Background: an optimization exercise with open tools, aiming at small area and a short achievable clock period. Do not read the settings as production practice. No functional check of the RTL was part of this run. Power is estimated from default activity; no workload was simulated.

==> flow/config.mk <==
export PLATFORM = sky130hd
export DESIGN_NAME = alu
export DESIGN_NICKNAME = alu
export VERILOG_FILES = /design/flow/design.v
export SDC_FILE = /design/flow/constraint.sdc
export NUM_CORES = 4
export LEC_CHECK = 0
export CAP_MARGIN = 20
export CORE_MARGIN = 2
export CORE_UTILIZATION = 40
export SLEW_MARGIN = 20
==> flow/constraint.sdc <==
create_clock -name core_clock -period 9.0 [get_ports {clk}]
set_input_delay 1.8000 -clock core_clock [delete_from_list [all_inputs] [get_ports {clk}]]
set_output_delay 1.8000 -clock core_clock [all_outputs]
set_load 0.01 [all_outputs]
==> flow/design.v <==
module alu # ( parameter WIDTH = 16, CMD_WIDTH = 4 ) (
	input clk, rst,
	input CE,
	input CIN,
	input mode,
	input [1:0] INP_INVALID,
	input [ CMD_WIDTH-1 :0] CMD,
	input [ WIDTH-1 :0] opa,
	input [ WIDTH-1 :0] opb,
	output reg ERR, OFLOW, g , l, e, cout,
	output reg [ 2 * WIDTH :0] RES
);
    wire [15:0] a = opa;
    wire [15:0] b = opb;
    wire v11 = INP_INVALID == 2'b11;
    wire v10 = INP_INVALID == 2'b10;
    wire v01 = INP_INVALID == 2'b01;
    wire v00 = INP_INVALID == 2'b00;
    wire ar  = mode;
    wire lo  = ~mode;
    wire op_add  = ar & v11 & (CMD == 4'd0);
    wire op_sub  = ar & v11 & (CMD == 4'd1);
    wire op_addc = ar & v11 & (CMD == 4'd2);
    wire op_subc = ar & v11 & (CMD == 4'd3);
    wire op_cmp  = ar & v11 & (CMD == 4'd8);
    wire op_amul = ar & v11 & (CMD == 4'd9);
    wire op_smul = ar & v11 & (CMD == 4'd10);
    wire op_adds = ar & v11 & (CMD == 4'd11);
    wire op_subs = ar & v11 & (CMD == 4'd12);
    wire op_inca = ar & v10 & (CMD == 4'd4);
    wire op_deca = ar & v10 & (CMD == 4'd6);
    wire op_incb = ar & v01 & (CMD == 4'd5);
    wire op_decb = ar & v01 & (CMD == 4'd7);
    wire op_nop  = ar & v00;                
    wire op_and  = lo & v11 & (CMD == 4'd0);
    wire op_nand = lo & v11 & (CMD == 4'd1);
    wire op_or   = lo & v11 & (CMD == 4'd2);
    wire op_nor  = lo & v11 & (CMD == 4'd3);
    wire op_xor  = lo & v11 & (CMD == 4'd4);
    wire op_xnor = lo & v11 & (CMD == 4'd5);
    wire op_rol  = lo & v11 & (CMD == 4'd12);
    wire op_ror  = lo & v11 & (CMD == 4'd13);
    wire op_nota = lo & v10 & (CMD == 4'd6);
    wire op_shra = lo & v10 & (CMD == 4'd8);
    wire op_shla = lo & v10 & (CMD == 4'd9);
    wire op_notb = lo & v01 & (CMD == 4'd7);
    wire op_shrb = lo & v01 & (CMD == 4'd10);
    wire op_shlb = lo & v01 & (CMD == 4'd11);
    wire op_sig  = op_adds | op_subs;
    wire op_mul  = op_amul | op_smul;
    wire op_shq  = op_rol | op_ror | op_shla | op_shra;
    wire op_addt = op_add | op_sub | op_addc | op_subc | op_inca | op_deca |
                   op_incb | op_decb | op_sig;
    wire op_ext  = op_sub | op_subc | op_deca | op_decb | op_sig;
    wire op_lut  = op_and | op_nand | op_or | op_nor | op_xor | op_xnor | op_nota | op_notb;
    wire op_ok   = op_addt | op_cmp | op_mul | op_nop | op_lut | op_shq | op_shrb | op_shlb;
    wire op_err  = ~op_ok;
    wire [15:0] m  = (op_smul ? {a[14:0], 1'b0} : a) | {16{op_decb}};
    wire [15:0] q  = b;
    wire ben   = op_mul;
    wire ym1   = op_amul;
    wire one0f = (op_addt & ~op_incb) | op_cmp;
    wire enb  = op_add | op_sub | op_addc | op_subc | op_cmp | op_amul | op_sig | op_incb | op_decb;
    wire inv  = op_sub | op_subc | op_cmp | op_subs | op_deca;
    wire [15:0] r1 = ({16{enb}} & b) ^ {16{inv}};
    wire cin = op_sub | op_cmp | op_subs | op_amul | op_inca | op_incb |
               (op_addc & CIN) | (op_subc & ~CIN);
    wire op_neg = op_sub | op_subc | op_cmp | op_deca | op_decb;
    wire ext16 = op_neg | (op_sig & (m[15] ^ r1[15]));
    wire exthi = op_neg | (op_sig & (m[15] | r1[15]));
    wire [3:0] rk = b[3:0] ^ {4{op_ror}};
    wire [15:0] rt0 = op_ror ? {a[14:0], a[15]} : a;        
    wire [15:0] rt1 = rk[0] ? {rt0[14:0], rt0[15]}    : rt0;
    wire [15:0] rt2 = rk[1] ? {rt1[13:0], rt1[15:14]} : rt1;
    wire [15:0] rt3 = rk[2] ? {rt2[11:0], rt2[15:12]} : rt2;
    wire [15:0] rot = rk[3] ? {rt3[7:0],  rt3[15:8]}  : rt3;
    wire [32:0] p;
  wire one0 = (ben & (q[0] ^ ym1)) | one0f;
  wire two0 = ben & ((q[1] & ~q[0] & ~ym1) | (~q[1] & q[0] & ym1));
  wire neg0 = ben & q[1];
  wire pp0_0 = ((one0 & m[0])) ^ neg0;
  wire pp0_1 = ((one0 & m[1]) | (two0 & m[0])) ^ neg0;
  wire pp0_2 = ((one0 & m[2]) | (two0 & m[1])) ^ neg0;
  wire pp0_3 = ((one0 & m[3]) | (two0 & m[2])) ^ neg0;
  wire pp0_4 = ((one0 & m[4]) | (two0 & m[3])) ^ neg0;
  wire pp0_5 = ((one0 & m[5]) | (two0 & m[4])) ^ neg0;
  wire pp0_6 = ((one0 & m[6]) | (two0 & m[5])) ^ neg0;
  wire pp0_7 = ((one0 & m[7]) | (two0 & m[6])) ^ neg0;
  wire pp0_8 = ((one0 & m[8]) | (two0 & m[7])) ^ neg0;
  wire pp0_9 = ((one0 & m[9]) | (two0 & m[8])) ^ neg0;
  wire pp0_10 = ((one0 & m[10]) | (two0 & m[9])) ^ neg0;
  wire pp0_11 = ((one0 & m[11]) | (two0 & m[10])) ^ neg0;
  wire pp0_12 = ((one0 & m[12]) | (two0 & m[11])) ^ neg0;
  wire pp0_13 = ((one0 & m[13]) | (two0 & m[12])) ^ neg0;
  wire pp0_14 = ((one0 & m[14]) | (two0 & m[13])) ^ neg0;
  wire pp0_15 = ((one0 & m[15]) | (two0 & m[14])) ^ neg0;
  wire pp0_16 = ((two0 & m[15])) ^ neg0;
  wire ns0 = ~neg0;
  wire one1 = ben & (q[2] ^ q[1]);
  wire two1 = ben & ((q[3] & ~q[2] & ~q[1]) | (~q[3] & q[2] & q[1]));
  wire neg1 = ben & q[3];
  wire pp1_0 = ((one1 & m[0])) ^ neg1;
  wire pp1_1 = ((one1 & m[1]) | (two1 & m[0])) ^ neg1;
  wire pp1_2 = ((one1 & m[2]) | (two1 & m[1])) ^ neg1;
  wire pp1_3 = ((one1 & m[3]) | (two1 & m[2])) ^ neg1;
  wire pp1_4 = ((one1 & m[4]) | (two1 & m[3])) ^ neg1;
  wire pp1_5 = ((one1 & m[5]) | (two1 & m[4])) ^ neg1;
  wire pp1_6 = ((one1 & m[6]) | (two1 & m[5])) ^ neg1;
  wire pp1_7 = ((one1 & m[7]) | (two1 & m[6])) ^ neg1;
  wire pp1_8 = ((one1 & m[8]) | (two1 & m[7])) ^ neg1;
  wire pp1_9 = ((one1 & m[9]) | (two1 & m[8])) ^ neg1;
  wire pp1_10 = ((one1 & m[10]) | (two1 & m[9])) ^ neg1;
  wire pp1_11 = ((one1 & m[11]) | (two1 & m[10])) ^ neg1;
  wire pp1_12 = ((one1 & m[12]) | (two1 & m[11])) ^ neg1;
  wire pp1_13 = ((one1 & m[13]) | (two1 & m[12])) ^ neg1;
  wire pp1_14 = ((one1 & m[14]) | (two1 & m[13])) ^ neg1;
  wire pp1_15 = ((one1 & m[15]) | (two1 & m[14])) ^ neg1;
  wire pp1_16 = ((two1 & m[15])) ^ neg1;
  wire ns1 = ~neg1;
  wire one2 = ben & (q[4] ^ q[3]);
  wire two2 = ben & ((q[5] & ~q[4] & ~q[3]) | (~q[5] & q[4] & q[3]));
  wire neg2 = ben & q[5];
  wire pp2_0 = ((one2 & m[0])) ^ neg2;
  wire pp2_1 = ((one2 & m[1]) | (two2 & m[0])) ^ neg2;
  wire pp2_2 = ((one2 & m[2]) | (two2 & m[1])) ^ neg2;
  wire pp2_3 = ((one2 & m[3]) | (two2 & m[2])) ^ neg2;
  wire pp2_4 = ((one2 & m[4]) | (two2 & m[3])) ^ neg2;
  wire pp2_5 = ((one2 & m[5]) | (two2 & m[4])) ^ neg2;
  wire pp2_6 = ((one2 & m[6]) | (two2 & m[5])) ^ neg2;
  wire pp2_7 = ((one2 & m[7]) | (two2 & m[6])) ^ neg2;
  wire pp2_8 = ((one2 & m[8]) | (two2 & m[7])) ^ neg2;
  wire pp2_9 = ((one2 & m[9]) | (two2 & m[8])) ^ neg2;
  wire pp2_10 = ((one2 & m[10]) | (two2 & m[9])) ^ neg2;
  wire pp2_11 = ((one2 & m[11]) | (two2 & m[10])) ^ neg2;
  wire pp2_12 = ((one2 & m[12]) | (two2 & m[11])) ^ neg2;
  wire pp2_13 = ((one2 & m[13]) | (two2 & m[12])) ^ neg2;
  wire pp2_14 = ((one2 & m[14]) | (two2 & m[13])) ^ neg2;
  wire pp2_15 = ((one2 & m[15]) | (two2 & m[14])) ^ neg2;
  wire pp2_16 = ((two2 & m[15])) ^ neg2;
  wire ns2 = ~neg2;
  wire one3 = ben & (q[6] ^ q[5]);
  wire two3 = ben & ((q[7] & ~q[6] & ~q[5]) | (~q[7] & q[6] & q[5]));
  wire neg3 = ben & q[7];
  wire pp3_0 = ((one3 & m[0])) ^ neg3;
  wire pp3_1 = ((one3 & m[1]) | (two3 & m[0])) ^ neg3;
  wire pp3_2 = ((one3 & m[2]) | (two3 & m[1])) ^ neg3;
  wire pp3_3 = ((one3 & m[3]) | (two3 & m[2])) ^ neg3;
  wire pp3_4 = ((one3 & m[4]) | (two3 & m[3])) ^ neg3;
  wire pp3_5 = ((one3 & m[5]) | (two3 & m[4])) ^ neg3;
  wire pp3_6 = ((one3 & m[6]) | (two3 & m[5])) ^ neg3;
  wire pp3_7 = ((one3 & m[7]) | (two3 & m[6])) ^ neg3;
  wire pp3_8 = ((one3 & m[8]) | (two3 & m[7])) ^ neg3;
  wire pp3_9 = ((one3 & m[9]) | (two3 & m[8])) ^ neg3;
  wire pp3_10 = ((one3 & m[10]) | (two3 & m[9])) ^ neg3;
  wire pp3_11 = ((one3 & m[11]) | (two3 & m[10])) ^ neg3;
  wire pp3_12 = ((one3 & m[12]) | (two3 & m[11])) ^ neg3;
  wire pp3_13 = ((one3 & m[13]) | (two3 & m[12])) ^ neg3;
  wire pp3_14 = ((one3 & m[14]) | (two3 & m[13])) ^ neg3;
  wire pp3_15 = ((one3 & m[15]) | (two3 & m[14])) ^ neg3;
  wire pp3_16 = ((two3 & m[15])) ^ neg3;
  wire ns3 = ~neg3;
  wire one4 = ben & (q[8] ^ q[7]);
  wire two4 = ben & ((q[9] & ~q[8] & ~q[7]) | (~q[9] & q[8] & q[7]));
  wire neg4 = ben & q[9];
  wire pp4_0 = ((one4 & m[0])) ^ neg4;
  wire pp4_1 = ((one4 & m[1]) | (two4 & m[0])) ^ neg4;
  wire pp4_2 = ((one4 & m[2]) | (two4 & m[1])) ^ neg4;
  wire pp4_3 = ((one4 & m[3]) | (two4 & m[2])) ^ neg4;
  wire pp4_4 = ((one4 & m[4]) | (two4 & m[3])) ^ neg4;
  wire pp4_5 = ((one4 & m[5]) | (two4 & m[4])) ^ neg4;
  wire pp4_6 = ((one4 & m[6]) | (two4 & m[5])) ^ neg4;
  wire pp4_7 = ((one4 & m[7]) | (two4 & m[6])) ^ neg4;
  wire pp4_8 = ((one4 & m[8]) | (two4 & m[7])) ^ neg4;
  wire pp4_9 = ((one4 & m[9]) | (two4 & m[8])) ^ neg4;
  wire pp4_10 = ((one4 & m[10]) | (two4 & m[9])) ^ neg4;
  wire pp4_11 = ((one4 & m[11]) | (two4 & m[10])) ^ neg4;
  wire pp4_12 = ((one4 & m[12]) | (two4 & m[11])) ^ neg4;
  wire pp4_13 = ((one4 & m[13]) | (two4 & m[12])) ^ neg4;
  wire pp4_14 = ((one4 & m[14]) | (two4 & m[13])) ^ neg4;
  wire pp4_15 = ((one4 & m[15]) | (two4 & m[14])) ^ neg4;
  wire pp4_16 = ((two4 & m[15])) ^ neg4;
  wire ns4 = ~neg4;
  wire one5 = ben & (q[10] ^ q[9]);
  wire two5 = ben & ((q[11] & ~q[10] & ~q[9]) | (~q[11] & q[10] & q[9]));
  wire neg5 = ben & q[11];
  wire pp5_0 = ((one5 & m[0])) ^ neg5;
  wire pp5_1 = ((one5 & m[1]) | (two5 & m[0])) ^ neg5;
  wire pp5_2 = ((one5 & m[2]) | (two5 & m[1])) ^ neg5;
  wire pp5_3 = ((one5 & m[3]) | (two5 & m[2])) ^ neg5;
  wire pp5_4 = ((one5 & m[4]) | (two5 & m[3])) ^ neg5;
  wire pp5_5 = ((one5 & m[5]) | (two5 & m[4])) ^ neg5;
  wire pp5_6 = ((one5 & m[6]) | (two5 & m[5])) ^ neg5;
  wire pp5_7 = ((one5 & m[7]) | (two5 & m[6])) ^ neg5;
  wire pp5_8 = ((one5 & m[8]) | (two5 & m[7])) ^ neg5;
  wire pp5_9 = ((one5 & m[9]) | (two5 & m[8])) ^ neg5;
  wire pp5_10 = ((one5 & m[10]) | (two5 & m[9])) ^ neg5;
  wire pp5_11 = ((one5 & m[11]) | (two5 & m[10])) ^ neg5;
  wire pp5_12 = ((one5 & m[12]) | (two5 & m[11])) ^ neg5;
  wire pp5_13 = ((one5 & m[13]) | (two5 & m[12])) ^ neg5;
  wire pp5_14 = ((one5 & m[14]) | (two5 & m[13])) ^ neg5;
  wire pp5_15 = ((one5 & m[15]) | (two5 & m[14])) ^ neg5;
  wire pp5_16 = ((two5 & m[15])) ^ neg5;
  wire ns5 = ~neg5;
  wire one6 = ben & (q[12] ^ q[11]);
  wire two6 = ben & ((q[13] & ~q[12] & ~q[11]) | (~q[13] & q[12] & q[11]));
  wire neg6 = ben & q[13];
  wire pp6_0 = ((one6 & m[0])) ^ neg6;
  wire pp6_1 = ((one6 & m[1]) | (two6 & m[0])) ^ neg6;
  wire pp6_2 = ((one6 & m[2]) | (two6 & m[1])) ^ neg6;
  wire pp6_3 = ((one6 & m[3]) | (two6 & m[2])) ^ neg6;
  wire pp6_4 = ((one6 & m[4]) | (two6 & m[3])) ^ neg6;
  wire pp6_5 = ((one6 & m[5]) | (two6 & m[4])) ^ neg6;
  wire pp6_6 = ((one6 & m[6]) | (two6 & m[5])) ^ neg6;
  wire pp6_7 = ((one6 & m[7]) | (two6 & m[6])) ^ neg6;
  wire pp6_8 = ((one6 & m[8]) | (two6 & m[7])) ^ neg6;
  wire pp6_9 = ((one6 & m[9]) | (two6 & m[8])) ^ neg6;
  wire pp6_10 = ((one6 & m[10]) | (two6 & m[9])) ^ neg6;
  wire pp6_11 = ((one6 & m[11]) | (two6 & m[10])) ^ neg6;
  wire pp6_12 = ((one6 & m[12]) | (two6 & m[11])) ^ neg6;
  wire pp6_13 = ((one6 & m[13]) | (two6 & m[12])) ^ neg6;
  wire pp6_14 = ((one6 & m[14]) | (two6 & m[13])) ^ neg6;
  wire pp6_15 = ((one6 & m[15]) | (two6 & m[14])) ^ neg6;
  wire pp6_16 = ((two6 & m[15])) ^ neg6;
  wire ns6 = ~neg6;
  wire one7 = ben & (q[14] ^ q[13]);
  wire two7 = ben & ((q[15] & ~q[14] & ~q[13]) | (~q[15] & q[14] & q[13]));
  wire neg7 = ben & q[15];
  wire pp7_0 = ((one7 & m[0])) ^ neg7;
  wire pp7_1 = ((one7 & m[1]) | (two7 & m[0])) ^ neg7;
  wire pp7_2 = ((one7 & m[2]) | (two7 & m[1])) ^ neg7;
  wire pp7_3 = ((one7 & m[3]) | (two7 & m[2])) ^ neg7;
  wire pp7_4 = ((one7 & m[4]) | (two7 & m[3])) ^ neg7;
  wire pp7_5 = ((one7 & m[5]) | (two7 & m[4])) ^ neg7;
  wire pp7_6 = ((one7 & m[6]) | (two7 & m[5])) ^ neg7;
  wire pp7_7 = ((one7 & m[7]) | (two7 & m[6])) ^ neg7;
  wire pp7_8 = ((one7 & m[8]) | (two7 & m[7])) ^ neg7;
  wire pp7_9 = ((one7 & m[9]) | (two7 & m[8])) ^ neg7;
  wire pp7_10 = ((one7 & m[10]) | (two7 & m[9])) ^ neg7;
  wire pp7_11 = ((one7 & m[11]) | (two7 & m[10])) ^ neg7;
  wire pp7_12 = ((one7 & m[12]) | (two7 & m[11])) ^ neg7;
  wire pp7_13 = ((one7 & m[13]) | (two7 & m[12])) ^ neg7;
  wire pp7_14 = ((one7 & m[14]) | (two7 & m[13])) ^ neg7;
  wire pp7_15 = ((one7 & m[15]) | (two7 & m[14])) ^ neg7;
  wire pp7_16 = ((two7 & m[15])) ^ neg7;
  wire ns7 = ~neg7;
  wire pp8_0 = ben & q[15] & m[0];
  wire pp8_1 = ben & q[15] & m[1];
  wire pp8_2 = ben & q[15] & m[2];
  wire pp8_3 = ben & q[15] & m[3];
  wire pp8_4 = ben & q[15] & m[4];
  wire pp8_5 = ben & q[15] & m[5];
  wire pp8_6 = ben & q[15] & m[6];
  wire pp8_7 = ben & q[15] & m[7];
  wire pp8_8 = ben & q[15] & m[8];
  wire pp8_9 = ben & q[15] & m[9];
  wire pp8_10 = ben & q[15] & m[10];
  wire pp8_11 = ben & q[15] & m[11];
  wire pp8_12 = ben & q[15] & m[12];
  wire pp8_13 = ben & q[15] & m[13];
  wire pp8_14 = ben & q[15] & m[14];
  wire pp8_15 = ben & q[15] & m[15];
  wire s1 = neg7 ^ r1[14];
  wire c2 = neg7 & r1[14];
  wire s3 = r1[15] ^ pp0_15;
  wire c4 = r1[15] & pp0_15;
  wire s5 = ext16 ^ pp8_0 ^ pp0_16;
  wire c6 = (ext16 & pp8_0) | (ext16 & pp0_16) | (pp8_0 & pp0_16);
  wire s7 = ~(exthi ^ ns0);
  wire c8 = exthi | ns0;
  wire s9 = pp8_1 ^ pp1_15;
  wire c10 = pp8_1 & pp1_15;
  wire s11 = ~(exthi ^ pp8_2);
  wire c12 = exthi | pp8_2;
  wire s13 = pp1_16 ^ pp2_14;
  wire c14 = pp1_16 & pp2_14;
  wire s15 = exthi ^ ns1 ^ pp8_3;
  wire c16 = (exthi & ns1) | (exthi & pp8_3) | (ns1 & pp8_3);
  wire s17 = ~exthi;
  wire s19 = neg4 ^ r1[8];
  wire c20 = neg4 & r1[8];
  wire s21 = r1[9] ^ pp0_9;
  wire c22 = r1[9] & pp0_9;
  wire s23 = neg5 ^ r1[10] ^ pp0_10;
  wire c24 = (neg5 & r1[10]) | (neg5 & pp0_10) | (r1[10] & pp0_10);
  wire s25 = pp1_8 ^ pp2_6;
  wire c26 = pp1_8 & pp2_6;
  wire s27 = r1[11] ^ pp0_11 ^ pp1_9;
  wire c28 = (r1[11] & pp0_11) | (r1[11] & pp1_9) | (pp0_11 & pp1_9);
  wire s29 = pp2_7 ^ pp3_5;
  wire c30 = pp2_7 & pp3_5;
  wire s31 = neg6 ^ r1[12] ^ pp0_12;
  wire c32 = (neg6 & r1[12]) | (neg6 & pp0_12) | (r1[12] & pp0_12);
  wire s33 = pp1_10 ^ pp2_8 ^ pp3_6;
  wire c34 = (pp1_10 & pp2_8) | (pp1_10 & pp3_6) | (pp2_8 & pp3_6);
  wire s35 = pp4_4 ^ pp5_2;
  wire c36 = pp4_4 & pp5_2;
  wire s37 = r1[13] ^ pp0_13 ^ pp1_11;
  wire c38 = (r1[13] & pp0_13) | (r1[13] & pp1_11) | (pp0_13 & pp1_11);
  wire s39 = pp2_9 ^ pp3_7 ^ pp4_5;
  wire c40 = (pp2_9 & pp3_7) | (pp2_9 & pp4_5) | (pp3_7 & pp4_5);
  wire s41 = pp5_3 ^ pp6_1;
  wire c42 = pp5_3 & pp6_1;
  wire s43 = s1 ^ pp0_14 ^ pp1_12;
  wire c44 = (s1 & pp0_14) | (s1 & pp1_12) | (pp0_14 & pp1_12);
  wire s45 = pp2_10 ^ pp3_8 ^ pp4_6;
  wire c46 = (pp2_10 & pp3_8) | (pp2_10 & pp4_6) | (pp3_8 & pp4_6);
  wire s47 = pp5_4 ^ pp6_2 ^ pp7_0;
  wire c48 = (pp5_4 & pp6_2) | (pp5_4 & pp7_0) | (pp6_2 & pp7_0);
  wire s49 = c2 ^ pp1_13 ^ pp2_11;
  wire c50 = (c2 & pp1_13) | (c2 & pp2_11) | (pp1_13 & pp2_11);
  wire s51 = pp3_9 ^ pp4_7 ^ pp5_5;
  wire c52 = (pp3_9 & pp4_7) | (pp3_9 & pp5_5) | (pp4_7 & pp5_5);
  wire s53 = pp6_3 ^ pp7_1 ^ s3;
  wire c54 = (pp6_3 & pp7_1) | (pp6_3 & s3) | (pp7_1 & s3);
  wire s55 = pp1_14 ^ pp2_12 ^ pp3_10;
  wire c56 = (pp1_14 & pp2_12) | (pp1_14 & pp3_10) | (pp2_12 & pp3_10);
  wire s57 = pp4_8 ^ pp5_6 ^ pp6_4;
  wire c58 = (pp4_8 & pp5_6) | (pp4_8 & pp6_4) | (pp5_6 & pp6_4);
  wire s59 = pp7_2 ^ c4 ^ s5;
  wire c60 = (pp7_2 & c4) | (pp7_2 & s5) | (c4 & s5);
  wire s61 = s7 ^ pp2_13 ^ pp3_11;
  wire c62 = (s7 & pp2_13) | (s7 & pp3_11) | (pp2_13 & pp3_11);
  wire s63 = pp4_9 ^ pp5_7 ^ pp6_5;
  wire c64 = (pp4_9 & pp5_7) | (pp4_9 & pp6_5) | (pp5_7 & pp6_5);
  wire s65 = pp7_3 ^ s9 ^ c6;
  wire c66 = (pp7_3 & s9) | (pp7_3 & c6) | (s9 & c6);
  wire s67 = c8 ^ s11 ^ pp3_12;
  wire c68 = (c8 & s11) | (c8 & pp3_12) | (s11 & pp3_12);
  wire s69 = pp4_10 ^ pp5_8 ^ pp6_6;
  wire c70 = (pp4_10 & pp5_8) | (pp4_10 & pp6_6) | (pp5_8 & pp6_6);
  wire s71 = pp7_4 ^ c10 ^ s13;
  wire c72 = (pp7_4 & c10) | (pp7_4 & s13) | (c10 & s13);
  wire s73 = c12 ^ pp2_15 ^ pp3_13;
  wire c74 = (c12 & pp2_15) | (c12 & pp3_13) | (pp2_15 & pp3_13);
  wire s75 = pp4_11 ^ pp5_9 ^ pp6_7;
  wire c76 = (pp4_11 & pp5_9) | (pp4_11 & pp6_7) | (pp5_9 & pp6_7);
  wire s77 = pp7_5 ^ s15 ^ c14;
  wire c78 = (pp7_5 & s15) | (pp7_5 & c14) | (s15 & c14);
  wire s79 = s17 ^ pp8_4 ^ c16;
  wire c80 = (s17 & pp8_4) | (s17 & c16) | (pp8_4 & c16);
  wire s81 = pp2_16 ^ pp3_14 ^ pp4_12;
  wire c82 = (pp2_16 & pp3_14) | (pp2_16 & pp4_12) | (pp3_14 & pp4_12);
  wire s83 = pp5_10 ^ pp6_8 ^ pp7_6;
  wire c84 = (pp5_10 & pp6_8) | (pp5_10 & pp7_6) | (pp6_8 & pp7_6);
  wire s85 = exthi ^ exthi ^ ns2;
  wire c86 = (exthi & exthi) | (exthi & ns2) | (exthi & ns2);
  wire s87 = pp8_5 ^ pp3_15 ^ pp4_13;
  wire c88 = (pp8_5 & pp3_15) | (pp8_5 & pp4_13) | (pp3_15 & pp4_13);
  wire s89 = pp5_11 ^ pp6_9 ^ pp7_7;
  wire c90 = (pp5_11 & pp6_9) | (pp5_11 & pp7_7) | (pp6_9 & pp7_7);
  wire s91 = ~(exthi ^ pp8_6);
  wire c92 = exthi | pp8_6;
  wire s93 = pp3_16 ^ pp4_14 ^ pp5_12;
  wire c94 = (pp3_16 & pp4_14) | (pp3_16 & pp5_12) | (pp4_14 & pp5_12);
  wire s95 = pp6_10 ^ pp7_8;
  wire c96 = pp6_10 & pp7_8;
  wire s97 = exthi ^ ns3 ^ pp8_7;
  wire c98 = (exthi & ns3) | (exthi & pp8_7) | (ns3 & pp8_7);
  wire s99 = pp4_15 ^ pp5_13 ^ pp6_11;
  wire c100 = (pp4_15 & pp5_13) | (pp4_15 & pp6_11) | (pp5_13 & pp6_11);
  wire s101 = ~(exthi ^ pp8_8);
  wire c102 = exthi | pp8_8;
  wire s103 = pp4_16 ^ pp5_14;
  wire c104 = pp4_16 & pp5_14;
  wire s105 = exthi ^ ns4 ^ pp8_9;
  wire c106 = (exthi & ns4) | (exthi & pp8_9) | (ns4 & pp8_9);
  wire s107 = ~exthi;
  wire s109 = neg2 ^ r1[4];
  wire c110 = neg2 & r1[4];
  wire s111 = r1[5] ^ pp0_5;
  wire c112 = r1[5] & pp0_5;
  wire s113 = neg3 ^ r1[6] ^ pp0_6;
  wire c114 = (neg3 & r1[6]) | (neg3 & pp0_6) | (r1[6] & pp0_6);
  wire s115 = pp1_4 ^ pp2_2;
  wire c116 = pp1_4 & pp2_2;
  wire s117 = r1[7] ^ pp0_7 ^ pp1_5;
  wire c118 = (r1[7] & pp0_7) | (r1[7] & pp1_5) | (pp0_7 & pp1_5);
  wire s119 = pp2_3 ^ pp3_1;
  wire c120 = pp2_3 & pp3_1;
  wire s121 = s19 ^ pp0_8 ^ pp1_6;
  wire c122 = (s19 & pp0_8) | (s19 & pp1_6) | (pp0_8 & pp1_6);
  wire s123 = pp2_4 ^ pp3_2 ^ pp4_0;
  wire c124 = (pp2_4 & pp3_2) | (pp2_4 & pp4_0) | (pp3_2 & pp4_0);
  wire s125 = c20 ^ pp1_7 ^ pp2_5;
  wire c126 = (c20 & pp1_7) | (c20 & pp2_5) | (pp1_7 & pp2_5);
  wire s127 = pp3_3 ^ pp4_1 ^ s21;
  wire c128 = (pp3_3 & pp4_1) | (pp3_3 & s21) | (pp4_1 & s21);
  wire s129 = pp3_4 ^ pp4_2 ^ pp5_0;
  wire c130 = (pp3_4 & pp4_2) | (pp3_4 & pp5_0) | (pp4_2 & pp5_0);
  wire s131 = c22 ^ s25 ^ s23;
  wire c132 = (c22 & s25) | (c22 & s23) | (s25 & s23);
  wire s133 = pp4_3 ^ pp5_1 ^ c26;
  wire c134 = (pp4_3 & pp5_1) | (pp4_3 & c26) | (pp5_1 & c26);
  wire s135 = s29 ^ c24 ^ s27;
  wire c136 = (s29 & c24) | (s29 & s27) | (c24 & s27);
  wire s137 = pp6_0 ^ c30 ^ s35;
  wire c138 = (pp6_0 & c30) | (pp6_0 & s35) | (c30 & s35);
  wire s139 = c28 ^ s31 ^ s33;
  wire c140 = (c28 & s31) | (c28 & s33) | (s31 & s33);
  wire s141 = c36 ^ s41 ^ c32;
  wire c142 = (c36 & s41) | (c36 & c32) | (s41 & c32);
  wire s143 = c34 ^ s37 ^ s39;
  wire c144 = (c34 & s37) | (c34 & s39) | (s37 & s39);
  wire s145 = c42 ^ c38 ^ c40;
  wire c146 = (c42 & c38) | (c42 & c40) | (c38 & c40);
  wire s147 = s43 ^ s45 ^ s47;
  wire c148 = (s43 & s45) | (s43 & s47) | (s45 & s47);
  wire s149 = c44 ^ c46 ^ c48;
  wire c150 = (c44 & c46) | (c44 & c48) | (c46 & c48);
  wire s151 = s49 ^ s51 ^ s53;
  wire c152 = (s49 & s51) | (s49 & s53) | (s51 & s53);
  wire s153 = c50 ^ c52 ^ s55;
  wire c154 = (c50 & c52) | (c50 & s55) | (c52 & s55);
  wire s155 = s57 ^ c54 ^ s59;
  wire c156 = (s57 & c54) | (s57 & s59) | (c54 & s59);
  wire s157 = c56 ^ c58 ^ s61;
  wire c158 = (c56 & c58) | (c56 & s61) | (c58 & s61);
  wire s159 = s63 ^ c60 ^ s65;
  wire c160 = (s63 & c60) | (s63 & s65) | (c60 & s65);
  wire s161 = c62 ^ c64 ^ s67;
  wire c162 = (c62 & c64) | (c62 & s67) | (c64 & s67);
  wire s163 = s69 ^ c66 ^ s71;
  wire c164 = (s69 & c66) | (s69 & s71) | (c66 & s71);
  wire s165 = c68 ^ c70 ^ s73;
  wire c166 = (c68 & c70) | (c68 & s73) | (c70 & s73);
  wire s167 = s75 ^ c72 ^ s77;
  wire c168 = (s75 & c72) | (s75 & s77) | (c72 & s77);
  wire s169 = c74 ^ c76 ^ s79;
  wire c170 = (c74 & c76) | (c74 & s79) | (c76 & s79);
  wire s171 = s81 ^ s83 ^ c78;
  wire c172 = (s81 & s83) | (s81 & c78) | (s83 & c78);
  wire s173 = s85 ^ c80 ^ c82;
  wire c174 = (s85 & c80) | (s85 & c82) | (c80 & c82);
  wire s175 = c84 ^ s87 ^ s89;
  wire c176 = (c84 & s87) | (c84 & s89) | (s87 & s89);
  wire s177 = c86 ^ s91 ^ s95;
  wire c178 = (c86 & s91) | (c86 & s95) | (s91 & s95);
  wire s179 = c88 ^ c90 ^ s93;
  wire c180 = (c88 & c90) | (c88 & s93) | (c90 & s93);
  wire s181 = c92 ^ pp7_9 ^ s97;
  wire c182 = (c92 & pp7_9) | (c92 & s97) | (pp7_9 & s97);
  wire s183 = c96 ^ c94 ^ s99;
  wire c184 = (c96 & c94) | (c96 & s99) | (c94 & s99);
  wire s185 = s101 ^ c98 ^ pp6_12;
  wire c186 = (s101 & c98) | (s101 & pp6_12) | (c98 & pp6_12);
  wire s187 = pp7_10 ^ s103 ^ c100;
  wire c188 = (pp7_10 & s103) | (pp7_10 & c100) | (s103 & c100);
  wire s189 = c102 ^ pp5_15 ^ pp6_13;
  wire c190 = (c102 & pp5_15) | (c102 & pp6_13) | (pp5_15 & pp6_13);
  wire s191 = pp7_11 ^ s105 ^ c104;
  wire c192 = (pp7_11 & s105) | (pp7_11 & c104) | (s105 & c104);
  wire s193 = s107 ^ pp8_10 ^ c106;
  wire c194 = (s107 & pp8_10) | (s107 & c106) | (pp8_10 & c106);
  wire s195 = pp5_16 ^ pp6_14 ^ pp7_12;
  wire c196 = (pp5_16 & pp6_14) | (pp5_16 & pp7_12) | (pp6_14 & pp7_12);
  wire s197 = exthi ^ exthi ^ ns5;
  wire c198 = (exthi & exthi) | (exthi & ns5) | (exthi & ns5);
  wire s199 = pp8_11 ^ pp6_15 ^ pp7_13;
  wire c200 = (pp8_11 & pp6_15) | (pp8_11 & pp7_13) | (pp6_15 & pp7_13);
  wire s201 = ~(exthi ^ pp8_12);
  wire c202 = exthi | pp8_12;
  wire s203 = pp6_16 ^ pp7_14;
  wire c204 = pp6_16 & pp7_14;
  wire s205 = exthi ^ ns6 ^ pp8_13;
  wire c206 = (exthi & ns6) | (exthi & pp8_13) | (ns6 & pp8_13);
  wire s207 = ~exthi;
  wire s209 = neg0 ^ cin;
  wire c210 = neg0 & cin;
  wire s211 = neg1 ^ r1[2];
  wire c212 = neg1 & r1[2];
  wire s213 = r1[3] ^ pp0_3;
  wire c214 = r1[3] & pp0_3;
  wire s215 = s109 ^ pp0_4 ^ pp1_2;
  wire c216 = (s109 & pp0_4) | (s109 & pp1_2) | (pp0_4 & pp1_2);
  wire s217 = c110 ^ pp1_3 ^ pp2_1;
  wire c218 = (c110 & pp1_3) | (c110 & pp2_1) | (pp1_3 & pp2_1);
  wire s219 = pp3_0 ^ c112 ^ s115;
  wire c220 = (pp3_0 & c112) | (pp3_0 & s115) | (c112 & s115);
  wire s221 = c116 ^ s119 ^ c114;
  wire c222 = (c116 & s119) | (c116 & c114) | (s119 & c114);
  wire s223 = c120 ^ c118 ^ s121;
  wire c224 = (c120 & c118) | (c120 & s121) | (c118 & s121);
  wire s225 = c122 ^ c124 ^ s125;
  wire c226 = (c122 & c124) | (c122 & s125) | (c124 & s125);
  wire s227 = c126 ^ s129 ^ c128;
  wire c228 = (c126 & s129) | (c126 & c128) | (s129 & c128);
  wire s229 = c130 ^ s133 ^ c132;
  wire c230 = (c130 & s133) | (c130 & c132) | (s133 & c132);
  wire s231 = c134 ^ s137 ^ c136;
  wire c232 = (c134 & s137) | (c134 & c136) | (s137 & c136);
  wire s233 = c138 ^ c140 ^ s141;
  wire c234 = (c138 & c140) | (c138 & s141) | (c140 & s141);
  wire s235 = c142 ^ c144 ^ s145;
  wire c236 = (c142 & c144) | (c142 & s145) | (c144 & s145);
  wire s237 = c146 ^ c148 ^ s149;
  wire c238 = (c146 & c148) | (c146 & s149) | (c148 & s149);
  wire s239 = c150 ^ s153 ^ c152;
  wire c240 = (c150 & s153) | (c150 & c152) | (s153 & c152);
  wire s241 = c154 ^ s157 ^ c156;
  wire c242 = (c154 & s157) | (c154 & c156) | (s157 & c156);
  wire s243 = c158 ^ s161 ^ c160;
  wire c244 = (c158 & s161) | (c158 & c160) | (s161 & c160);
  wire s245 = c162 ^ s165 ^ c164;
  wire c246 = (c162 & s165) | (c162 & c164) | (s165 & c164);
  wire s247 = c166 ^ s169 ^ c168;
  wire c248 = (c166 & s169) | (c166 & c168) | (s169 & c168);
  wire s249 = c170 ^ s173 ^ c172;
  wire c250 = (c170 & s173) | (c170 & c172) | (s173 & c172);
  wire s251 = c174 ^ s177 ^ c176;
  wire c252 = (c174 & s177) | (c174 & c176) | (s177 & c176);
  wire s253 = s181 ^ c178 ^ c180;
  wire c254 = (s181 & c178) | (s181 & c180) | (c178 & c180);
  wire s255 = c182 ^ s185 ^ c184;
  wire c256 = (c182 & s185) | (c182 & c184) | (s185 & c184);
  wire s257 = c186 ^ s189 ^ s191;
  wire c258 = (c186 & s189) | (c186 & s191) | (s189 & s191);
  wire s259 = c190 ^ s193 ^ s195;
  wire c260 = (c190 & s193) | (c190 & s195) | (s193 & s195);
  wire s261 = s197 ^ c194 ^ c196;
  wire c262 = (s197 & c194) | (s197 & c196) | (c194 & c196);
  wire s263 = c198 ^ s201 ^ s203;
  wire c264 = (c198 & s201) | (c198 & s203) | (s201 & s203);
  wire s265 = c202 ^ pp7_15 ^ s205;
  wire c266 = (c202 & pp7_15) | (c202 & s205) | (pp7_15 & s205);
  wire s267 = s207 ^ pp8_14 ^ c206;
  wire c268 = (s207 & pp8_14) | (s207 & c206) | (pp8_14 & c206);
  wire s269 = exthi ^ exthi ^ ns7;
  wire c270 = (exthi & exthi) | (exthi & ns7) | (exthi & ns7);
  wire s271 = r1[0] ^ s209;
  wire c272 = r1[0] & s209;
  wire s273 = r1[1] ^ c210 ^ pp0_1;
  wire c274 = (r1[1] & c210) | (r1[1] & pp0_1) | (c210 & pp0_1);
  wire s275 = s211 ^ pp0_2 ^ pp1_0;
  wire c276 = (s211 & pp0_2) | (s211 & pp1_0) | (pp0_2 & pp1_0);
  wire s277 = c212 ^ pp1_1 ^ s213;
  wire c278 = (c212 & pp1_1) | (c212 & s213) | (pp1_1 & s213);
  wire s279 = pp2_0 ^ c214 ^ s215;
  wire c280 = (pp2_0 & c214) | (pp2_0 & s215) | (c214 & s215);
  wire s281 = s111 ^ c216 ^ s217;
  wire c282 = (s111 & c216) | (s111 & s217) | (c216 & s217);
  wire s283 = c218 ^ s113 ^ s219;
  wire c284 = (c218 & s113) | (c218 & s219) | (s113 & s219);
  wire s285 = s117 ^ c220 ^ s221;
  wire c286 = (s117 & c220) | (s117 & s221) | (c220 & s221);
  wire s287 = s123 ^ c222 ^ s223;
  wire c288 = (s123 & c222) | (s123 & s223) | (c222 & s223);
  wire s289 = s127 ^ c224 ^ s225;
  wire c290 = (s127 & c224) | (s127 & s225) | (c224 & s225);
  wire s291 = c226 ^ s131 ^ s227;
  wire c292 = (c226 & s131) | (c226 & s227) | (s131 & s227);
  wire s293 = s135 ^ c228 ^ s229;
  wire c294 = (s135 & c228) | (s135 & s229) | (c228 & s229);
  wire s295 = s139 ^ c230 ^ s231;
  wire c296 = (s139 & c230) | (s139 & s231) | (c230 & s231);
  wire s297 = s143 ^ c232 ^ s233;
  wire c298 = (s143 & c232) | (s143 & s233) | (c232 & s233);
  wire s299 = s147 ^ c234 ^ s235;
  wire c300 = (s147 & c234) | (s147 & s235) | (c234 & s235);
  wire s301 = c236 ^ s151 ^ s237;
  wire c302 = (c236 & s151) | (c236 & s237) | (s151 & s237);
  wire s303 = c238 ^ s155 ^ s239;
  wire c304 = (c238 & s155) | (c238 & s239) | (s155 & s239);
  wire s305 = s159 ^ c240 ^ s241;
  wire c306 = (s159 & c240) | (s159 & s241) | (c240 & s241);
  wire s307 = s163 ^ c242 ^ s243;
  wire c308 = (s163 & c242) | (s163 & s243) | (c242 & s243);
  wire s309 = s167 ^ c244 ^ s245;
  wire c310 = (s167 & c244) | (s167 & s245) | (c244 & s245);
  wire s311 = s171 ^ c246 ^ s247;
  wire c312 = (s171 & c246) | (s171 & s247) | (c246 & s247);
  wire s313 = s175 ^ c248 ^ s249;
  wire c314 = (s175 & c248) | (s175 & s249) | (c248 & s249);
  wire s315 = s179 ^ c250 ^ s251;
  wire c316 = (s179 & c250) | (s179 & s251) | (c250 & s251);
  wire s317 = s183 ^ c252 ^ s253;
  wire c318 = (s183 & c252) | (s183 & s253) | (c252 & s253);
  wire s319 = s187 ^ c254 ^ s255;
  wire c320 = (s187 & c254) | (s187 & s255) | (c254 & s255);
  wire s321 = c188 ^ s257 ^ c256;
  wire c322 = (c188 & s257) | (c188 & c256) | (s257 & c256);
  wire s323 = c192 ^ s259 ^ c258;
  wire c324 = (c192 & s259) | (c192 & c258) | (s259 & c258);
  wire s325 = s199 ^ c260 ^ s261;
  wire c326 = (s199 & c260) | (s199 & s261) | (c260 & s261);
  wire s327 = c200 ^ c262 ^ s263;
  wire c328 = (c200 & c262) | (c200 & s263) | (c262 & s263);
  wire s329 = c204 ^ s265 ^ c264;
  wire c330 = (c204 & s265) | (c204 & c264) | (s265 & c264);
  wire s331 = pp7_16 ^ c266 ^ s267;
  wire c332 = (pp7_16 & c266) | (pp7_16 & s267) | (c266 & s267);
  wire s333 = pp8_15 ^ s269 ^ c268;
  wire c334 = (pp8_15 & s269) | (pp8_15 & c268) | (s269 & c268);
  wire s335 = ~(exthi ^ c270);
  wire c336 = exthi | c270;
  wire [32:0] fa_x = {c334, c332, c330, c328, c326, c324, c322, c320, c318, c316, c314, c312, c310, c308, c306, c304, c302, c300, c298, c296, c294, c292, c290, c288, c286, c284, c282, c280, c278, c276, c274, c272, s271};
  wire [32:0] fa_y = {s335, s333, s331, s329, s327, s325, s323, s321, s319, s317, s315, s313, s311, s309, s307, s305, s303, s301, s299, s297, s295, s293, s291, s289, s287, s285, s283, s281, s279, s277, s275, s273, pp0_0};
  wire [32:0] gg0 = fa_x & fa_y;
  wire [32:0] pp0 = fa_x ^ fa_y;
  wire g337 = gg0[1] | (pp0[1] & gg0[0]);
  wire p338 = pp0[1] & pp0[0];
  wire g339 = gg0[3] | (pp0[3] & gg0[2]);
  wire p340 = pp0[3] & pp0[2];
  wire g341 = gg0[5] | (pp0[5] & gg0[4]);
  wire p342 = pp0[5] & pp0[4];
  wire g343 = gg0[7] | (pp0[7] & gg0[6]);
  wire p344 = pp0[7] & pp0[6];
  wire g345 = gg0[9] | (pp0[9] & gg0[8]);
  wire p346 = pp0[9] & pp0[8];
  wire g347 = gg0[11] | (pp0[11] & gg0[10]);
  wire p348 = pp0[11] & pp0[10];
  wire g349 = gg0[13] | (pp0[13] & gg0[12]);
  wire p350 = pp0[13] & pp0[12];
  wire g351 = gg0[15] | (pp0[15] & gg0[14]);
  wire p352 = pp0[15] & pp0[14];
  wire g353 = gg0[17] | (pp0[17] & gg0[16]);
  wire p354 = pp0[17] & pp0[16];
  wire g355 = gg0[19] | (pp0[19] & gg0[18]);
  wire p356 = pp0[19] & pp0[18];
  wire g357 = gg0[21] | (pp0[21] & gg0[20]);
  wire p358 = pp0[21] & pp0[20];
  wire g359 = gg0[23] | (pp0[23] & gg0[22]);
  wire p360 = pp0[23] & pp0[22];
  wire g361 = gg0[25] | (pp0[25] & gg0[24]);
  wire p362 = pp0[25] & pp0[24];
  wire g363 = gg0[27] | (pp0[27] & gg0[26]);
  wire p364 = pp0[27] & pp0[26];
  wire g365 = gg0[29] | (pp0[29] & gg0[28]);
  wire p366 = pp0[29] & pp0[28];
  wire g367 = gg0[31] | (pp0[31] & gg0[30]);
  wire p368 = pp0[31] & pp0[30];
  wire g369 = gg0[2] | (pp0[2] & g337);
  wire p370 = pp0[2] & p338;
  wire g371 = g339 | (p340 & g337);
  wire p372 = p340 & p338;
  wire g373 = gg0[6] | (pp0[6] & g341);
  wire p374 = pp0[6] & p342;
  wire g375 = g343 | (p344 & g341);
  wire p376 = p344 & p342;
  wire g377 = gg0[10] | (pp0[10] & g345);
  wire p378 = pp0[10] & p346;
  wire g379 = g347 | (p348 & g345);
  wire p380 = p348 & p346;
  wire g381 = gg0[14] | (pp0[14] & g349);
  wire p382 = pp0[14] & p350;
  wire g383 = g351 | (p352 & g349);
  wire p384 = p352 & p350;
  wire g385 = gg0[18] | (pp0[18] & g353);
  wire p386 = pp0[18] & p354;
  wire g387 = g355 | (p356 & g353);
  wire p388 = p356 & p354;
  wire g389 = gg0[22] | (pp0[22] & g357);
  wire p390 = pp0[22] & p358;
  wire g391 = g359 | (p360 & g357);
  wire p392 = p360 & p358;
  wire g393 = gg0[26] | (pp0[26] & g361);
  wire p394 = pp0[26] & p362;
  wire g395 = g363 | (p364 & g361);
  wire p396 = p364 & p362;
  wire g397 = gg0[30] | (pp0[30] & g365);
  wire p398 = pp0[30] & p366;
  wire g399 = g367 | (p368 & g365);
  wire p400 = p368 & p366;
  wire g401 = gg0[4] | (pp0[4] & g371);
  wire p402 = pp0[4] & p372;
  wire g403 = g341 | (p342 & g371);
  wire p404 = p342 & p372;
  wire g405 = g373 | (p374 & g371);
  wire p406 = p374 & p372;
  wire g407 = g375 | (p376 & g371);
  wire p408 = p376 & p372;
  wire g409 = gg0[12] | (pp0[12] & g379);
  wire p410 = pp0[12] & p380;
  wire g411 = g349 | (p350 & g379);
  wire p412 = p350 & p380;
  wire g413 = g381 | (p382 & g379);
  wire p414 = p382 & p380;
  wire g415 = g383 | (p384 & g379);
  wire p416 = p384 & p380;
  wire g417 = gg0[20] | (pp0[20] & g387);
  wire p418 = pp0[20] & p388;
  wire g419 = g357 | (p358 & g387);
  wire p420 = p358 & p388;
  wire g421 = g389 | (p390 & g387);
  wire p422 = p390 & p388;
  wire g423 = g391 | (p392 & g387);
  wire p424 = p392 & p388;
  wire g425 = gg0[28] | (pp0[28] & g395);
  wire p426 = pp0[28] & p396;
  wire g427 = g365 | (p366 & g395);
  wire p428 = p366 & p396;
  wire g429 = g397 | (p398 & g395);
  wire p430 = p398 & p396;
  wire g431 = g399 | (p400 & g395);
  wire p432 = p400 & p396;
  wire g433 = gg0[8] | (pp0[8] & g407);
  wire p434 = pp0[8] & p408;
  wire g435 = g345 | (p346 & g407);
  wire p436 = p346 & p408;
  wire g437 = g377 | (p378 & g407);
  wire p438 = p378 & p408;
  wire g439 = g379 | (p380 & g407);
  wire p440 = p380 & p408;
  wire g441 = g409 | (p410 & g407);
  wire p442 = p410 & p408;
  wire g443 = g411 | (p412 & g407);
  wire p444 = p412 & p408;
  wire g445 = g413 | (p414 & g407);
  wire p446 = p414 & p408;
  wire g447 = g415 | (p416 & g407);
  wire p448 = p416 & p408;
  wire g449 = gg0[24] | (pp0[24] & g423);
  wire p450 = pp0[24] & p424;
  wire g451 = g361 | (p362 & g423);
  wire p452 = p362 & p424;
  wire g453 = g393 | (p394 & g423);
  wire p454 = p394 & p424;
  wire g455 = g395 | (p396 & g423);
  wire p456 = p396 & p424;
  wire g457 = g425 | (p426 & g423);
  wire p458 = p426 & p424;
  wire g459 = g427 | (p428 & g423);
  wire p460 = p428 & p424;
  wire g461 = g429 | (p430 & g423);
  wire p462 = p430 & p424;
  wire g463 = g431 | (p432 & g423);
  wire p464 = p432 & p424;
  wire g465 = gg0[16] | (pp0[16] & g447);
  wire p466 = pp0[16] & p448;
  wire g467 = g353 | (p354 & g447);
  wire p468 = p354 & p448;
  wire g469 = g385 | (p386 & g447);
  wire p470 = p386 & p448;
  wire g471 = g387 | (p388 & g447);
  wire p472 = p388 & p448;
  wire g473 = g417 | (p418 & g447);
  wire p474 = p418 & p448;
  wire g475 = g419 | (p420 & g447);
  wire p476 = p420 & p448;
  wire g477 = g421 | (p422 & g447);
  wire p478 = p422 & p448;
  wire g479 = g423 | (p424 & g447);
  wire p480 = p424 & p448;
  wire g481 = g449 | (p450 & g447);
  wire p482 = p450 & p448;
  wire g483 = g451 | (p452 & g447);
  wire p484 = p452 & p448;
  wire g485 = g453 | (p454 & g447);
  wire p486 = p454 & p448;
  wire g487 = g455 | (p456 & g447);
  wire p488 = p456 & p448;
  wire g489 = g457 | (p458 & g447);
  wire p490 = p458 & p448;
  wire g491 = g459 | (p460 & g447);
  wire p492 = p460 & p448;
  wire g493 = g461 | (p462 & g447);
  wire p494 = p462 & p448;
  wire g495 = g463 | (p464 & g447);
  wire p496 = p464 & p448;
  wire g497 = gg0[32] | (pp0[32] & g495);
  wire p498 = pp0[32] & p496;
  assign p[0] = pp0[0];
  assign p[1] = pp0[1] ^ gg0[0];
  assign p[2] = pp0[2] ^ g337;
  assign p[3] = pp0[3] ^ g369;
  assign p[4] = pp0[4] ^ g371;
  assign p[5] = pp0[5] ^ g401;
  assign p[6] = pp0[6] ^ g403;
  assign p[7] = pp0[7] ^ g405;
  assign p[8] = pp0[8] ^ g407;
  assign p[9] = pp0[9] ^ g433;
  assign p[10] = pp0[10] ^ g435;
  assign p[11] = pp0[11] ^ g437;
  assign p[12] = pp0[12] ^ g439;
  assign p[13] = pp0[13] ^ g441;
  assign p[14] = pp0[14] ^ g443;
  assign p[15] = pp0[15] ^ g445;
  assign p[16] = pp0[16] ^ g447;
  assign p[17] = pp0[17] ^ g465;
  assign p[18] = pp0[18] ^ g467;
  assign p[19] = pp0[19] ^ g469;
  assign p[20] = pp0[20] ^ g471;
  assign p[21] = pp0[21] ^ g473;
  assign p[22] = pp0[22] ^ g475;
  assign p[23] = pp0[23] ^ g477;
  assign p[24] = pp0[24] ^ g479;
  assign p[25] = pp0[25] ^ g481;
  assign p[26] = pp0[26] ^ g483;
  assign p[27] = pp0[27] ^ g485;
  assign p[28] = pp0[28] ^ g487;
  assign p[29] = pp0[29] ^ g489;
  assign p[30] = pp0[30] ^ g491;
  assign p[31] = pp0[31] ^ g493;
  assign p[32] = pp0[32] ^ g495;
    wire [15:0] zt = {m[14:0] | r1[14:0], cin};
    wire z = &(~(m ^ r1 ^ zt));
    wire t00 = op_nand | op_nor | op_xnor | op_nota | op_notb;
    wire t01 = op_nand | op_or  | op_xor  | op_nota;
    wire t10 = op_nand | op_or  | op_xor  | op_notb;
    wire t11 = op_and  | op_or  | op_xnor;
    wire [15:0] lut = ({16{t00}} & ~a & ~b) | ({16{t01}} & ~a & b) |
                      ({16{t10}} & a & ~b) | ({16{t11}} & a & b);
    wire sel_p  = op_addt | op_mul;
    wire sel_r  = op_rol | op_ror;
    wire [15:0] res_lo = ({16{sel_p}} & p[15:0]) | ({16{sel_r}} & rot) | lut |
                         ({16{op_shla}} & {a[14:0], 1'b0}) | ({16{op_shra}} & {1'b0, a[15:1]}) |
                         ({16{op_shlb}} & {b[14:0], 1'b0}) | ({16{op_shrb}} & {1'b0, b[15:1]});
    wire [32:0] res_n = {{17{sel_p}} & p[32:16], res_lo};
    wire op_fl   = op_cmp | op_sig;
    wire cout_n  = op_addt & p[16];
    wire oflow_n = ((op_addc | op_subc | op_inca | op_incb) & p[16]) | (op_sig & (p[16] ^ p[15]));
    wire g_n     = op_fl & ~p[16] & ~z;
    wire l_n     = op_fl & p[16];
    wire e_n     = op_fl & ~p[16] & z;
    wire err_n   = op_err | ((op_rol | op_ror) & (|b[15:4]));
    always @(posedge clk or posedge rst) begin
        if (rst) begin
            RES <= 33'd0;
            {g, l, e, ERR, cout, OFLOW} <= 6'b0;
        end else if (CE) begin
            RES <= res_n;
            if (!op_nop)
                {g, l, e, ERR, cout, OFLOW} <= {g_n, l_n, e_n, err_n, cout_n, oflow_n};
        end
    end
endmodule
==> flow/run.sh <==
#!/bin/bash
# synth_recipe.tcl (not shown) runs the flow's synth.tcl, then flattens the netlist and writes it again
# the make line also repeats each setting of config.mk as NAME=value (left out here)
make -C /OpenROAD-flow-scripts/flow DESIGN_CONFIG=/design/flow/config.mk WORK_HOME=/design/flow/orfs CLKGATE_MAP_FILE= SYNTH_SCRIPT=/design/flow/synth_recipe.tcl finish
==> summary.txt <==
- R2R Setup Slk: 7.94 ns
- Total routed wirelength: 62200 µm
- CTS Buffer Depth: 2
- Antenna violations before repair: 0
- Post-synth top area share: 18.1%
- Slew Viols, Final: 0
- Worst Setup End Kind: flop
- Post-CTS Setup Bufs: 0
- Synth Instances: 2017
- Clock Sinks: 39
- Clock latency (worst-skew pair): 0.29 ns
- Vias per inst: 6.27
- # nets final: 2296
- H-tree Lvls: 2
- Final Hold Viols: 0
- Syn Area/Cell: 7.53 µm²
- Peak supply drop: 0.0000621 V
- Crit path setup slack, layout: 0.425 ns
- Overall Global Routing Usage: 31.7%
- Final Setup Violations: 0
- Worst setup startpoint: CMD[3]
- Top_reg_cell synth: dfrtp_1
- Final HPWL DP: 48000 µm
- Commonest cells after routing, fill and taps aside: nand2_1, inv_1, buf_4, fa_1, o21ai_0
- Worst EP required: 9.18 ns
- Tot Pwr: 0.00127 W
- Die extent in x: 199 µm
- Worst Tran Pin Value: 1.08 ns
- Number of global-route vias before repair: 15185
- FILL cells: 3794
- YS warnings: 1
- CP dominant cell by count: fa_1
- Clock slew seen by the registers of the worst setup and hold paths: 0.06 ns
- Top post-synthesis cells by area: fa_1, dfrtp_1, ha_1
- RSZ-0062 raised after global routing: no
- Initial Util: 40.5%
- Die Y: 199 µm
- Slew margin rel.: 27.6%
- Setup TNS: 0 ns
- DR WL/cell: 24.3 µm
- Cell depth of the worst flop-to-flop path: 3
- Antenna viol nets, final: 0
- WP buf/inv: 8
- Row Count: 71
- Ys async rst share: 100%
- Max-Cap Viols: 0
- Yosys cell types: 78
- RD Place Congestion: 0.966
- CP max stage cell: fa_1
- Core area: 37500 µm²
- First-pass GRT wire length: 96000 µm
- Pin count of the biggest net entering global routing: 55
- Leakage: 7.02 nW
- Drt pass-1 iters: 10
- Layout cells sized above 1: 12.3%
- Synthesized area: 15200 µm²
- ANT cells: 0
- Post-CTS Hold Fix Bufs: 0
- F_max: 117 MHz
- Number of synthesized flops with an enable pin: 0
- Most common cell after layout, fill and taps aside: nand2_1
- Overflow left after global routing: 0
- Synthesis-to-finish area growth: 12.8%
- #FFs+latches synth: 39
- Worst Skew: 0 ns
- Via count: 16010
- Clock period minus worst slack: 8.58 ns
- CTS Buf Count: 5
- CTS Root Buffer Type: clkbuf_16
- Fin area: 17100 µm²
- WS Path Type: input port to flop
- Post-Layout Cell Count: 2555
- Hold WC Path Type: flop to flop
- Top-level I/O count: 82
- Crit path depth: 25
- Worst reg2reg path startpoint: RES[13]$_DFFE_PP0P_
- First DRT Iteration DRCs: 2037
- Placement Cell Area: 16900 µm²
- WP data arrival: 8.76 ns
- Critical Path End: e$_DFFE_PP0P_
- DRC Markers: 0
- Syn nets: 2270
- Dpl cells: 2547
- Post-Place Setup Slack: -0.0809 ns
- CP Max Fanout: 18
- CTS tree: done
- Port Buffers: 81
- Max incr delay on CP: 0.55 ns
- Final worst-path cycle share: 95.3%
- Sequential fraction of the synthesis area: 6.43%
- Terminus of the critical flop-to-flop path: RES[13]$_DFFE_PP0P_
- Area leader, netlist: fa_1
- Status: no timing/DRC/antenna violations
- Area of the die: 39500 µm²
- CP Launch Type: input port
- Largest delay share family, worst path: adder cells
- Power per cell area: 74.4 nW/µm²
==> worst register-to-register path, cell delays in order (launching register included) <==
cell      delay [ns]
dfrtp_1         0.42
nor2_1          0.08
or3_1           0.37
o311ai_1        0.09
==> registers in the layout, indices dropped and copies added, names as in the netlist <==
register  count
cout          1
l             1
g             1
RES          33
e             1
OFLOW         1
ERR           1
==> what timing repair did <==
action                                 4_1_cts  5_1_grt
setup endpoints to repair                    0        5
endpoints found under the hold margin        0        0
resized for setup                            0       11
==> where the power goes <==
part | total (W) | internal (W) | switching, W
Combinational | 0.000866 | 0.000342 | 0.000524
Sequential | 0.000198 | 0.000189 | 0.00000942
Clock | 0.000209 | 0.000131 | 0.0000785
==> logic make-up (layout without fill, tap and decap cells) <==
group	Yosys count	after routing	share of synthesized area, %
AO/OA/AOI/OAI	678	678	29.1
AND/OR/NAND/NOR	476	476	14.1
buffers and inverters	398	425	10.8
adder cells (fa/ha/maj)	255	255	27.0
XOR/XNOR	96	96	5.78
multiplexers	75	75	6.76
flip-flops	39	39	6.43
==> layer usage <==
layer | vias to the layer above | track usage [%] | part of all wire (%)
met1 | 7745 | 45.4 | 44
li1 | 7214 | - | -
met3 | 120 | 3.66 | 9.2
met4 | 0 | 9.70 | 3.3
met2 | 931 | 49.8 | 44
met5 | - | 0 | 0
==> area by class of cell <==
class / instances / area, µm² / share of cell area [%]
multi-input combinational: 1580 / 12600 / 73.8
timing repair buffer: 238 / 2020 / 11.8
sequential: 39 / 976 / 5.70
inverter: 179 / 684 / 4.00
tap: 511 / 639 / 3.73
clock buffer: 5 / 125 / 0.731
clock inverter: 3 / 43.8 / 0.256
==> how the worst min path moves through the flow <==
stage,end,slack [ns],start,cells past startpoint
final,RES[5]$_DFFE_PP0P_,0.47,RES[5]$_DFFE_PP0P_,1
after global routing,RES[5]$_DFFE_PP0P_,0.49,RES[5]$_DFFE_PP0P_,1
after CTS,RES[5]$_DFFE_PP0P_,0.48,RES[5]$_DFFE_PP0P_,1
after detailed placement,RES[5]$_DFFE_PP0P_,0.47,RES[5]$_DFFE_PP0P_,1
after global placement,RES[5]$_DFFE_PP0P_,0.46,RES[5]$_DFFE_PP0P_,1
after floorplan,e$_DFFE_PP0P_,0.51,e$_DFFE_PP0P_,2
==> synthesized netlist by cell type, drive strengths merged, types with 20 or more instances <==
library cell,n
nand2,252
inv,178
xor2,29
maj3,45
a222oi,21
o21ai,192
o211ai,30
nor2,101
a22oi,69
a21oi,112
buf,75
mux4,22
fa,137
a221oi,22
xnor2,67
dfrtp,39
clkbuf,144
mux2i,53
o22ai,86
a21o,30
a21boi,20
ha,73
==> through the flow <==
| stage | hold WS, ns | utilization (%) |
|---|---|---|
| global route | 0.494 | 45.7 |
| detailed placement | 0.466 | 45.1 |
| global placement | 0.463 | 45.1 |
| finish | 0.475 | 45.7 |
| CTS | 0.481 | 45.6 |
| floorplan | 0.511 | - |

-- port drivers added, routing unchanged --
Ports are ideal in the flow. The routed layout listed here was re-timed in OpenROAD.
Step 1: set_driving_cell puts a clkbuf_16 on clk and a buf_2 on each other input, an assumption about the parent block.
Step 2 times the ports against the registers' clock, not the clock port: input delays grow and output delays shrink by t, the midpoint of the rising clock arrivals with the driver on.
Three values: ideal ports, drivers, drivers and shift; two values: the first two.
t (ns): 0.330
slack for setup (ns): 0.425 / 0.440 / 0.110
worst hold slack (ns): 0.475 / 0.475 / 0.475
latest minus earliest clock arrival (ns): 0.003 / 0.002
After both steps this run still meets setup and hold. The setup slack of this run moves by +0.015 ns with the drivers and by -0.315 ns with both steps.
